What follows belongs to an exercise in optimizing a design on an open flow for small area; a production flow would make more cautious choices. In this exercise RTL edits were held to simulation tests only and were not proved equivalent to the original. No activity file was given, so power comes from the tool's default toggle rates.

Design Single_cycle_CPU, start of the top module:
module Single_cycle_CPU(Clk,Clrn,Inst,Date_out,PC,We,R,Date_in,X,Y);
==> module G_NOR3, before the edit <==
module G_NOR3(a,b,c,y);     input a,b,c; output y; assign y = ~(a | b | c); endmodule
==> module ALU, before the edit <==
module ALU(a,b,sub,lg,lgn,lgo,lgon,r,z);
    input  [31:0] a,b;
    input         sub,lg,lgn,lgo,lgon;
    output [31:0] r;
    output        z;
    wire [31:0] bb, s;
    wire [8:0]  cb;       
    assign cb[0] = sub;
    genvar i, k;
    generate
        for (i = 0; i < 32; i = i + 1) begin : x
            G_XOR2 ub(b[i], sub, bb[i]);
        end
        for (k = 0; k < 8; k = k + 1) begin : blk
            wire [3:0] ci;
            wire [3:0] bp, bpn, bgn;    
            assign ci[0] = cb[k];
            for (i = 0; i < 4; i = i + 1) begin : bt
                localparam integer n = 4*k + i;
                if ((k + i) % 2 == 0) begin : t
                    wire p, gl;
                    G_XOR2 up(a[n], bb[n], p);
                    assign bp[i] = p;
                    assign bpn[i] = 1'b0;   
                    assign bgn[i] = 1'b0;   
                    if (i < 3) begin : c
                        G_A22OI uc(a[n], bb[n], p, ci[i], ci[i+1]);
                    end
                    G_XOR2  us(p, ci[i], s[n]);
                    G_AND3  ug(a[n], bb[n], lg, gl);
                    G_A221O ur(s[n], lgn, p, lgo, gl, r[n]);
                end else begin : f
                    wire pn, gn, gl, po;
                    G_XNOR2 up(a[n], bb[n], pn);
                    G_NAND2 ug(a[n], bb[n], gn);
                    assign bp[i] = 1'b0;    
                    assign bpn[i] = pn;
                    assign bgn[i] = gn;
                    if (i < 3) begin : c
                        G_O21AI uc(pn, ci[i], gn, ci[i+1]);
                    end
                    G_XOR2  us(pn, ci[i], s[n]);
                    G_NOR2  ul(gn, lgn, gl);
                    G_NOR2  uo(pn, lgon, po);
                    G_A211O ur(s[n], lgn, po, gl, r[n]);
                end
            end
            if (k < 7) begin : la
                if (k % 2 == 0) begin : e
                    wire g0n, x1, x2n, G, pp, P;
                    G_NAND2 n0(a[4*k], bb[4*k], g0n);
                    G_O21AI n1(bpn[1], g0n, bgn[1], x1);
                    G_A22OI n2(a[4*k+2], bb[4*k+2], bp[2], x1, x2n);
                    G_O21AI n3(bpn[3], x2n, bgn[3], G);
                    G_NAND2 n4(bp[0], bp[2], pp);
                    G_NOR3  n5(pp, bpn[1], bpn[3], P);
                    G_A21OI c(P, cb[k], G, cb[k+1]);
                end else begin : o
                    wire g0, x1n, x2, Gn, pp, Pn;
                    G_INV   n0(bgn[0], g0);
                    G_A22OI n1(a[4*k+1], bb[4*k+1], bp[1], g0, x1n);
                    G_O21AI n2(bpn[2], x1n, bgn[2], x2);
                    G_A22OI n3(a[4*k+3], bb[4*k+3], bp[3], x2, Gn);
                    G_NAND2 n4(bp[1], bp[3], pp);
                    G_OR3   n5(bpn[0], bpn[2], pp, Pn);
                    G_O21AI c(Pn, cb[k], Gn, cb[k+1]);
                end
            end
        end
    endgenerate
    wire [7:0] n;
    generate
        for (i = 0; i < 8; i = i + 1) begin : zt
            G_NOR4 u(r[4*i], r[4*i+1], r[4*i+2], r[4*i+3], n[i]);
        end
    endgenerate
    wire z0, z1;
    G_NAND4 uz0(n[0], n[1], n[2], n[3], z0);
    G_NAND4 uz1(n[4], n[5], n[6], n[7], z1);
    G_NOR2  uz2(z0, z1, z);
endmodule
==> module Regfilee, before the edit <==
module Regfilee(Ra,Rb,D,Wr,We,Clk,Clrn,Qa,Qb);
    input  [4:0]  Ra,Rb,Wr;
    input  [31:0] D;
    input         We,Clk,Clrn;
    output [31:0] Qa,Qb;
    wire [31:0] r [1:31];
    reg  [31:1] valid;
    reg         ph;
    always @(posedge Clk or negedge Clrn)
        if (!Clrn) ph <= 1'b0;
        else       ph <= ~ph;
    wire [31:0] Dn;
    genvar i, b;
    generate
        for (b = 0; b < 32; b = b + 1) begin : wd
            G_XOR2 u(D[b], ph, Dn[b]);
        end
    endgenerate
    wire [31:1] wen;
    wire [31:1] sa, sb;
    generate
        for (i = 1; i < 32; i = i + 1) begin : g
            assign wen[i] = We & (Wr == i);
            assign sa[i]  = valid[i] & (Ra == i);
            assign sb[i]  = valid[i] & (Rb == i);
            dffe32 w(Dn, Clk, wen[i], ~wen[i], r[i]);
        end
    endgenerate
    always @(posedge Clk or negedge Clrn)
        if (!Clrn) valid <= 31'b0;
        else       valid <= valid | wen;
    wire sela = |sa, selb = |sb;
    wire pa = ph & sela, pb = ph & selb;
    generate
        for (b = 0; b < 32; b = b + 1) begin : rb
            wire [31:1] col;
            wire ra, rbv;
            for (i = 1; i < 32; i = i + 1) begin : c
                assign col[i] = r[i][b];
            end
            RDBIT ua(col, sa, ra);
            RDBIT ub(col, sb, rbv);
            G_XOR2 xa(ra, pa, Qa[b]);
            G_XOR2 xb(rbv, pb, Qb[b]);
        end
    endgenerate
endmodule
==> flow/config.mk <==
export PLATFORM = sky130hd
export DESIGN_NAME = Single_cycle_CPU
export DESIGN_NICKNAME = Single_cycle_CPU
export VERILOG_FILES = /design/flow/design.v
export SDC_FILE = /design/flow/constraint.sdc
export NUM_CORES = 4
export LEC_CHECK = 0
export CAP_MARGIN = 20
export CORE_MARGIN = 2
export CORE_UTILIZATION = 50
export SETUP_SLACK_MARGIN = 0.3
export SLEW_MARGIN = 20
export SYNTH_HIERARCHICAL = 1
==> flow/constraint.sdc <==
create_clock -name core_clock -period 13.0 [get_ports {Clk}]
set_input_delay 2.6000 -clock core_clock [delete_from_list [all_inputs] [get_ports {Clk}]]
set_output_delay 2.6000 -clock core_clock [all_outputs]
set_load 0.01 [all_outputs]
standard.sh (not shown) runs the stock make flow with config.mk's settings and CLKGATE_MAP_FILE= SYNTH_SCRIPT=/design/flow/synth_recipe.tcl, a recipe that flattens the netlist after the stock synthesis.
==> flow/flow/run.sh <==
#!/bin/bash
# Layout flow: the standard flow (standard synthesis included), with
#  - one sky130_fd_sc_hd__buf_1 on each input and output port instead of the
#    default port buffer cell;
#  - clock tree synthesis without dummy loads, with sinks clustered in
#    groups of up to 20 within 150 um.
# make's full output goes to make_finish.log in the work folder; ORFS keeps
# each step's log under orfs/logs/.
set -euo pipefail
bash standard.sh \
  'BUFFER_PORTS_ARGS=-buffer_cell sky130_fd_sc_hd__buf_1' \
  'CTS_ARGS=-sink_clustering_enable -repair_clock_nets -dont_use_dummy_load -sink_clustering_size 20 -sink_clustering_max_diameter 150' \
  finish > make_finish.log 2>&1
Change:
--- a/flow/design.v
+++ b/flow/design.v
@@ -50,7 +50,6 @@
     assign Gn = ~(g[3] | t[3] & (g[2] | t[2] & (g[1] | t[1] & g[0])));
     assign Pn = ~&t;
 endmodule
-module G_NOR3(a,b,c,y);     input a,b,c; output y; assign y = ~(a | b | c); endmodule
 module RDBIT(d,s,y);
     input  [31:1] d,s;
     output y;
@@ -151,16 +150,12 @@
         end
         for (k = 0; k < 8; k = k + 1) begin : blk
             wire [3:0] ci;
-            wire [3:0] bp, bpn, bgn;    
             assign ci[0] = cb[k];
             for (i = 0; i < 4; i = i + 1) begin : bt
                 localparam integer n = 4*k + i;
                 if ((k + i) % 2 == 0) begin : t
                     wire p, gl;
                     G_XOR2 up(a[n], bb[n], p);
-                    assign bp[i] = p;
-                    assign bpn[i] = 1'b0;   
-                    assign bgn[i] = 1'b0;   
                     if (i < 3) begin : c
                         G_A22OI uc(a[n], bb[n], p, ci[i], ci[i+1]);
                     end
@@ -171,9 +166,6 @@
                     wire pn, gn, gl, po;
                     G_XNOR2 up(a[n], bb[n], pn);
                     G_NAND2 ug(a[n], bb[n], gn);
-                    assign bp[i] = 1'b0;    
-                    assign bpn[i] = pn;
-                    assign bgn[i] = gn;
                     if (i < 3) begin : c
                         G_O21AI uc(pn, ci[i], gn, ci[i+1]);
                     end
@@ -185,22 +177,12 @@
             end
             if (k < 7) begin : la
                 if (k % 2 == 0) begin : e
-                    wire g0n, x1, x2n, G, pp, P;
-                    G_NAND2 n0(a[4*k], bb[4*k], g0n);
-                    G_O21AI n1(bpn[1], g0n, bgn[1], x1);
-                    G_A22OI n2(a[4*k+2], bb[4*k+2], bp[2], x1, x2n);
-                    G_O21AI n3(bpn[3], x2n, bgn[3], G);
-                    G_NAND2 n4(bp[0], bp[2], pp);
-                    G_NOR3  n5(pp, bpn[1], bpn[3], P);
+                    wire G, P;
+                    CLA4P  u(a[4*k+3:4*k], bb[4*k+3:4*k], G, P);
                     G_A21OI c(P, cb[k], G, cb[k+1]);
                 end else begin : o
-                    wire g0, x1n, x2, Gn, pp, Pn;
-                    G_INV   n0(bgn[0], g0);
-                    G_A22OI n1(a[4*k+1], bb[4*k+1], bp[1], g0, x1n);
-                    G_O21AI n2(bpn[2], x1n, bgn[2], x2);
-                    G_A22OI n3(a[4*k+3], bb[4*k+3], bp[3], x2, Gn);
-                    G_NAND2 n4(bp[1], bp[3], pp);
-                    G_OR3   n5(bpn[0], bpn[2], pp, Pn);
+                    wire Gn, Pn;
+                    CLA4N  u(a[4*k+3:4*k], bb[4*k+3:4*k], Gn, Pn);
                     G_O21AI c(Pn, cb[k], Gn, cb[k+1]);
                 end
             end
@@ -232,9 +214,8 @@
     wire [31:0] r [1:31];
     reg  [31:1] valid;
     reg         ph;
-    always @(posedge Clk or negedge Clrn)
-        if (!Clrn) ph <= 1'b0;
-        else       ph <= ~ph;
+    always @(posedge Clk)
+        ph <= ~ph;
     wire [31:0] Dn;
     genvar i, b;
     generate
What happened: The changed run ran to the end with no violations. Wire length falls by 0.62%. Worst hold slack barely changes. Total power falls by 10%. Final cell count stays flat. Core utilization falls by 0.15 points. Cell area hardly moves. Fmax rises by 0.69%. Synthesized area is about the same. Non-clock buffer count falls by 21. Clock power barely changes. Setup slack gains 0.085 ns. Die area stays flat. Global-route usage falls by 0.59 points.

## re-timing with driven ports
The results above use ideal ports. As a check the final layouts listed here were re-extracted and re-timed, cells and wires unchanged. Step 1 sets driving cells, clkbuf_16 on the clock port and buf_2 on the other inputs (assumed; they add their load-dependent delay and slew). Step 2 also shifts input and output timing later by t, the mid clock arrival at the registers, as if the neighbouring blocks saw the same clock. Three values: ideal ports, drivers, drivers and shift; two values: the first two.
run	t, ns	setup WS [ns]	worst hold slack (ns)	clock arrival spread, ns	worst register clock-pin slew, ns
the first run	0.738	0.571 / 0.545 / 0.158	0.472 / 0.472 / 0.472	0.059 / 0.059	0.10 / 0.10
the second run	0.732	0.656 / 0.628 / 0.419	0.470 / 0.470 / 0.470	0.064 / 0.064	0.11 / 0.11
After both steps every run listed still meets setup and hold. The setup slack of the first run, which loses most, moves by -0.026 ns with the drivers and by -0.413 ns with both steps.
